Source: an optimization exercise on an open RTL-to-GDS flow (aim: small area and a short achievable clock period). Production flows keep margins and buffers that such runs may drop.
The RTL was checked by simulation tests, not by an equivalence proof against the original design.
No activity file was given, so power comes from the tool's default toggle rates.

== lagoon ==
## pe_unit
module pe_unit (
  input               pe_weight_in_valid,
  input      [7:0]    pe_weight_in_payload,
  input               pe_ifmap_in_valid,
  input      [7:0]    pe_ifmap_in_payload,
  input               pe_bias_in_valid,
  input      [31:0]   pe_bias_in_payload,
  input               pe_shift_scale_valid,
  input      [7:0]    pe_shift_scale_payload,
  output              pe_ofmap_out_valid,
  output     [7:0]    pe_ofmap_out_payload,
  input               pe_ctrl_ps_back_en,
  input      [6:0]    pe_ctrl_ps_waddr,
  input      [6:0]    pe_ctrl_ps_raddr,
  input               pe_ctrl_ps_wr,
  input               pe_ctrl_ps_rd,
  input               pe_ctrl_ps_allow_rd,
  input               pe_ctrl_ps_pinA_bias_en,
  input               pe_ctrl_ps_pinB_bias_en,
  input               pe_ctrl_byp_mul_en,
  input               pe_ctrl_maxpool_en,
  input               pe_ctrl_bias_mul_en,
  input               pe_ctrl_ps_scale_en,
  output              pe_flags_ps_rd_ready,
  output              pe_flags_ps_wr_ready,
  input               clk,
  input               resetn
);
export LEC_CHECK = 0
export CAP_MARGIN = 20
export CORE_MARGIN = 2
export CORE_UTILIZATION = 70
export CTS_BUF_LIST = sky130_fd_sc_hd__clkbuf_16
export CTS_CLUSTER_DIAMETER = 100
export CTS_CLUSTER_SIZE = 30
export SLEW_MARGIN = 20
create_clock -name core_clock -period 11.0 [get_ports {clk}]
standard.sh (not shown) runs the stock make flow with config.mk's settings and CLKGATE_MAP_FILE= SYNTH_SCRIPT=/design/flow/synth_recipe.tcl, a recipe that flattens the netlist after the stock synthesis.
==> flow/flow/run.sh <==
#!/bin/bash
set -o pipefail
cp standard.sh standard.sh.txt 2>/dev/null
export SETUP_SLACK_MARGIN=6.4
bash standard.sh > standard.log 2>&1
status=$?
# keep ORFS's per-step logs next to the flow's own log
if [ -d orfs/logs ]; then cp -r orfs/logs flow_logs 2>/dev/null; fi
exit $status
lagoon ended with every stage complete and zero timing, DRC or antenna violations.
Inputs modified between lagoon and amber:
- CORE_UTILIZATION changed from 70 to 60
--- outcome ---
- pe_ctrl_ps_rd as the source of the critical timing path was reported by amber, and pe_ctrl_ps_allow_rd by lagoon.
- Against lagoon, amber reports a fraction of met1 tracks used by global routing that is lower.
- amber — part of the cycle the worst path needs 0.68 points higher, lagoon as reference
- Post-route total power: amber vs lagoon — no meaningful difference
Setup changes, amber to pepper
- CORE_UTILIZATION now 65, was 60
## What came out
End of the critical path = pe_ofmap_out_payload[0]: pepper; end of the critical path = pe_ofmap_out_payload[6]: amber. Per the comparison of pepper with amber, via count saw an increase; non-clock buffer count shows a reduction of 5.4%. From amber to pepper the numbers moved as follows: number of clock buffers inserted by TritonCTS saw a decrease; finished layout cell area saw a decrease; routed wire length saw a decrease; relative contribution of the clock network to total power saw little to no change; number of buffers and inverters on the critical path saw a decrease. Floorplan core area delta for pepper relative to amber: 22,000 µm² lower. Share of cell area taken by multi-input logic gates of amber is on par with pepper.
[inputs] harbor vs pepper
-- flow/flow/run.sh --
<<< pepper, line 4
export SETUP_SLACK_MARGIN=6.4
>>> harbor, line 4
export SETUP_SLACK_MARGIN=6.2
Notes after the runs:
pe_ctrl_ps_raddr[0] as the timing startpoint of the critical path was reported by harbor, and pe_ctrl_ps_rd by pepper.
Comparing pepper and harbor, count of cells along the worst register-to-register path is higher on pepper.
The leakage power total of harbor falls short of that of pepper by about 1.7%.
[harbor vs pepper] global-route wire length before repair: lower in harbor
Compared with pepper, harbor shows power per cell area that has gone down slightly.
What willow does differently from harbor at the input level:
- a change of CTS_BUF_LIST from sky130_fd_sc_hd__clkbuf_16 to sky130_fd_sc_hd__clkbuf_8 sky130_fd_sc_hd__clkbuf_16
-- flow/flow/run.sh --
<<< harbor, line 4
export SETUP_SLACK_MARGIN=6.2
>>> willow, line 4
export SETUP_SLACK_MARGIN=6.4
--- outcome ---
willow vs harbor — fmax climbed slightly. Changes observed in willow relative to harbor: leakage dissipation moved up; sequential share of cell area moved down. Fraction of standard cell area in multi-input logic delta (willow -> harbor): insignificant. Number of buffers created by CTS was higher in willow than in harbor. For relative area of clock buffers and inverters in the final design, harbor and willow come out practically identical. Diff harbor and willow: slew at the pin with the worst max-slew slack higher in willow. Summary of willow over harbor: cell area went up; number of nets in the final layout went up. Looking at non-clock buffer count across harbor and willow, the one that comes out higher is willow. The run showing the smaller total chip power is harbor.

* * *

The RTL this note starts from:
==> flow/design.v <==
`timescale 1ns/1ps
module pe_unit (
  input               pe_weight_in_valid,
  input      [7:0]    pe_weight_in_payload,
  input               pe_ifmap_in_valid,
  input      [7:0]    pe_ifmap_in_payload,
  input               pe_bias_in_valid,
  input      [31:0]   pe_bias_in_payload,
  input               pe_shift_scale_valid,
  input      [7:0]    pe_shift_scale_payload,
  output              pe_ofmap_out_valid,
  output     [7:0]    pe_ofmap_out_payload,
  input               pe_ctrl_ps_back_en,
  input      [6:0]    pe_ctrl_ps_waddr,
  input      [6:0]    pe_ctrl_ps_raddr,
  input               pe_ctrl_ps_wr,
  input               pe_ctrl_ps_rd,
  input               pe_ctrl_ps_allow_rd,
  input               pe_ctrl_ps_pinA_bias_en,
  input               pe_ctrl_ps_pinB_bias_en,
  input               pe_ctrl_byp_mul_en,
  input               pe_ctrl_maxpool_en,
  input               pe_ctrl_bias_mul_en,
  input               pe_ctrl_ps_scale_en,
  output              pe_flags_ps_rd_ready,
  output              pe_flags_ps_wr_ready,
  input               clk,
  input               resetn
);
  reg        [7:0]    A;
  reg        [7:0]    B;
  reg        [15:0]   P;
  reg                 vA;
  reg                 vR;
  reg        [31:0]   R;
  reg        [31:0]   mem [0:127];
  reg        [31:0]   w_sum;
  reg        [6:0]    w_addr;
  reg                 w_en;
  wire                rden = pe_ctrl_ps_rd & pe_ctrl_ps_allow_rd;
  wire       [31:0]   ps = rden ? R : 32'h0;
  assign pe_ofmap_out_valid = vR;
  assign pe_ofmap_out_payload = ps[7:0];
  wire                ma_valid = pe_ctrl_ps_back_en ? vR : pe_ifmap_in_valid;
  wire       [7:0]    ma_data = pe_ctrl_ps_back_en ? ps[7:0] : pe_ifmap_in_payload;
  wire                mb_valid = pe_ctrl_bias_mul_en ? pe_bias_in_valid : pe_weight_in_valid;
  wire       [7:0]    mb_data = pe_ctrl_bias_mul_en ? pe_bias_in_payload[7:0] : pe_weight_in_payload;
  assign pe_flags_ps_rd_ready = ma_valid;
  assign pe_flags_ps_wr_ready = vA;
  wire       [31:0]   pinA = pe_ctrl_ps_pinA_bias_en ? pe_bias_in_payload : {{16{P[15]}}, P};
  wire       [31:0]   pinB = pe_ctrl_ps_pinB_bias_en ? pe_bias_in_payload : ps;
  wire                b_lt_a = $signed(pinB) < $signed(pinA);
  wire       [31:0]   sum = pe_ctrl_maxpool_en ? (b_lt_a ? pinA : pinB) : pinA + pinB;
  wire       [7:0]    s = pe_shift_scale_payload;
  wire                sc = pe_ctrl_ps_scale_en;
  wire       [4:0]    n = 5'd0 - s[4:0];
  reg        [31:0]   mask;
  integer             i;
  always @(*) begin
    for (i = 0; i < 32; i = i + 1) begin
      if (!sc)
        mask[i] = 1'b1;
      else if (s[7])
        mask[i] = (i + n) < 32;
      else
        mask[i] = (s[6:5] == 2'b00) && (i >= s[4:0]);
    end
  end
  reg        [4:0]    w_rot;
  reg        [31:0]   w_mask;
  reg                 w_neg;
  reg        [4:0]    w_bidx;
  wire       [31:0]   rot0 = w_rot[0] ? {w_sum[30:0], w_sum[31]}    : w_sum;
  wire       [31:0]   rot1 = w_rot[1] ? {rot0[29:0], rot0[31:30]}    : rot0;
  wire       [31:0]   rot2 = w_rot[2] ? {rot1[27:0], rot1[31:28]}    : rot1;
  wire       [31:0]   rot3 = w_rot[3] ? {rot2[23:0], rot2[31:24]}    : rot2;
  wire       [31:0]   rot  = w_rot[4] ? {rot3[15:0], rot3[31:16]}    : rot3;
  wire       [31:0]   shifted = (rot & w_mask) | ({32{w_neg & w_sum[31]}} & ~w_mask);
  wire                rbit = w_neg & w_sum[w_bidx];
  wire       [31:0]   wdata = shifted + {31'h0, rbit};
  always @(posedge clk) begin
    w_sum  <= sum;
    w_rot  <= sc ? s[4:0] : 5'd0;
    w_mask <= mask;
    w_neg  <= sc & s[7];
    w_bidx <= ~s[4:0];
    w_addr <= pe_ctrl_ps_waddr;
    w_en   <= pe_ctrl_ps_wr;
    if (w_en)
      mem[w_addr] <= wdata;
    if (rden)
      R <= (w_en && w_addr == pe_ctrl_ps_raddr) ? wdata : mem[pe_ctrl_ps_raddr];
  end
  always @(posedge clk or negedge resetn) begin
    if (!resetn) begin
      A  <= 8'h0;
      B  <= 8'h0;
      P  <= 16'h0;
      vA <= 1'b0;
      vR <= 1'b0;
    end else begin
      if (ma_valid) A <= ma_data;
      if (mb_valid) B <= mb_data;
      vA <= ma_valid;
      vR <= rden;
      if (vA) P <= $signed(A) * $signed(B);
    end
  end
endmodule
make LEC_CHECK=0 CAP_MARGIN=20 CORE_MARGIN=2 CORE_UTILIZATION=50 SETUP_SLACK_MARGIN=5 SLEW_MARGIN=20 finish   # period 11.0 ns
run.sh (not shown) runs the stock make flow with config.mk's settings and CLKGATE_MAP_FILE= SYNTH_SCRIPT=/design/flow/synth_recipe.tcl, a recipe that flattens the netlist after the stock synthesis.
Stock flow here: none of the scripts above is used.
==> next run, changes <==
==> flow/flow/run.sh (new file) <==
#!/bin/bash
set -o pipefail
cp standard.sh standard.sh.txt 2>/dev/null
export SETUP_SLACK_MARGIN=6.4
bash standard.sh > standard.log 2>&1
status=$?
# keep ORFS's per-step logs next to the flow's own log
if [ -d orfs/logs ]; then cp -r orfs/logs flow_logs 2>/dev/null; fi
exit $status
==> flow/standard.sh (new file) <==
#!/bin/bash
# synth_recipe.tcl (not shown) runs the flow's synth.tcl, then flattens the netlist and writes it again
# the make line also repeats each setting of config.mk as NAME=value (left out here)
make -C /OpenROAD-flow-scripts/flow DESIGN_CONFIG=/design/flow/config.mk WORK_HOME=/design/flow/orfs CLKGATE_MAP_FILE= SYNTH_SCRIPT=/design/flow/synth_recipe.tcl "${@:-finish}"
--- a/flow/config.mk
+++ b/flow/config.mk
@@ -10,2 +10,4 @@
-export CORE_UTILIZATION = 50
-export SETUP_SLACK_MARGIN = 5
+export CORE_UTILIZATION = 60
+export CTS_BUF_LIST = sky130_fd_sc_hd__clkbuf_16
+export CTS_CLUSTER_DIAMETER = 100
+export CTS_CLUSTER_SIZE = 30
removed: flow/run.sh
Result:
- The new run went through all stages and came out clean
- final cell count decreases by about 9%
- worst setup slack improved by 1000 ps
- register-to-register slack improved by 1000 ps
- die area decreases by about 17%
- sequential share of layout area increases by 1.4 points
- hold slack improved by 15 ps

## port drivers added, routing unchanged
No port has a modelled driver above. Below, the same layouts with a new extraction and two added sets of constraints.
Step 1 (the two cells are an assumption about what drives the block):
set clk [get_ports {clk}]
set_driving_cell -lib_cell sky130_fd_sc_hd__clkbuf_16 $clk
set_driving_cell -lib_cell sky130_fd_sc_hd__buf_2 [delete_from_list [all_inputs] $clk]
Step 2 also shifts input and output timing later by t, the mid clock arrival at the registers, as if the neighbouring blocks saw the same clock.
Three values: ideal, step 1, step 2; two values: the first two.
| run | t, ns | setup slack, ns | clock arrival spread, ns | slew at the worst register clock pin (ns) |
|---|---|---|---|---|
| lagoon | 0.960 | 6.181 / 6.039 / 5.236 | 0.056 / 0.057 | 0.12 / 0.12 |
| amber | 1.005 | 6.106 / 6.037 / 5.154 | 0.071 / 0.070 | 0.12 / 0.12 |
| pepper | 0.961 | 6.181 / 6.036 / 5.199 | 0.052 / 0.051 | 0.12 / 0.12 |
| harbor | 0.980 | 6.124 / 5.766 / 4.786 | 0.054 / 0.053 | 0.12 / 0.12 |
| willow | 0.961 | 6.181 / 6.036 / 5.199 | 0.052 / 0.051 | 0.12 / 0.12 |
| the first run of note 2 | 1.067 | 5.084 / 5.058 / 4.112 | 0.051 / 0.051 | 0.07 / 0.07 |
| the second run of note 2 | 0.988 | 6.109 / 5.947 / 4.978 | 0.069 / 0.069 | 0.12 / 0.12 |
After both steps setup and hold are still met in every run listed. For harbor, which loses most, drivers alone change the setup slack by -0.358 ns; drivers and shift together by -1.338 ns.
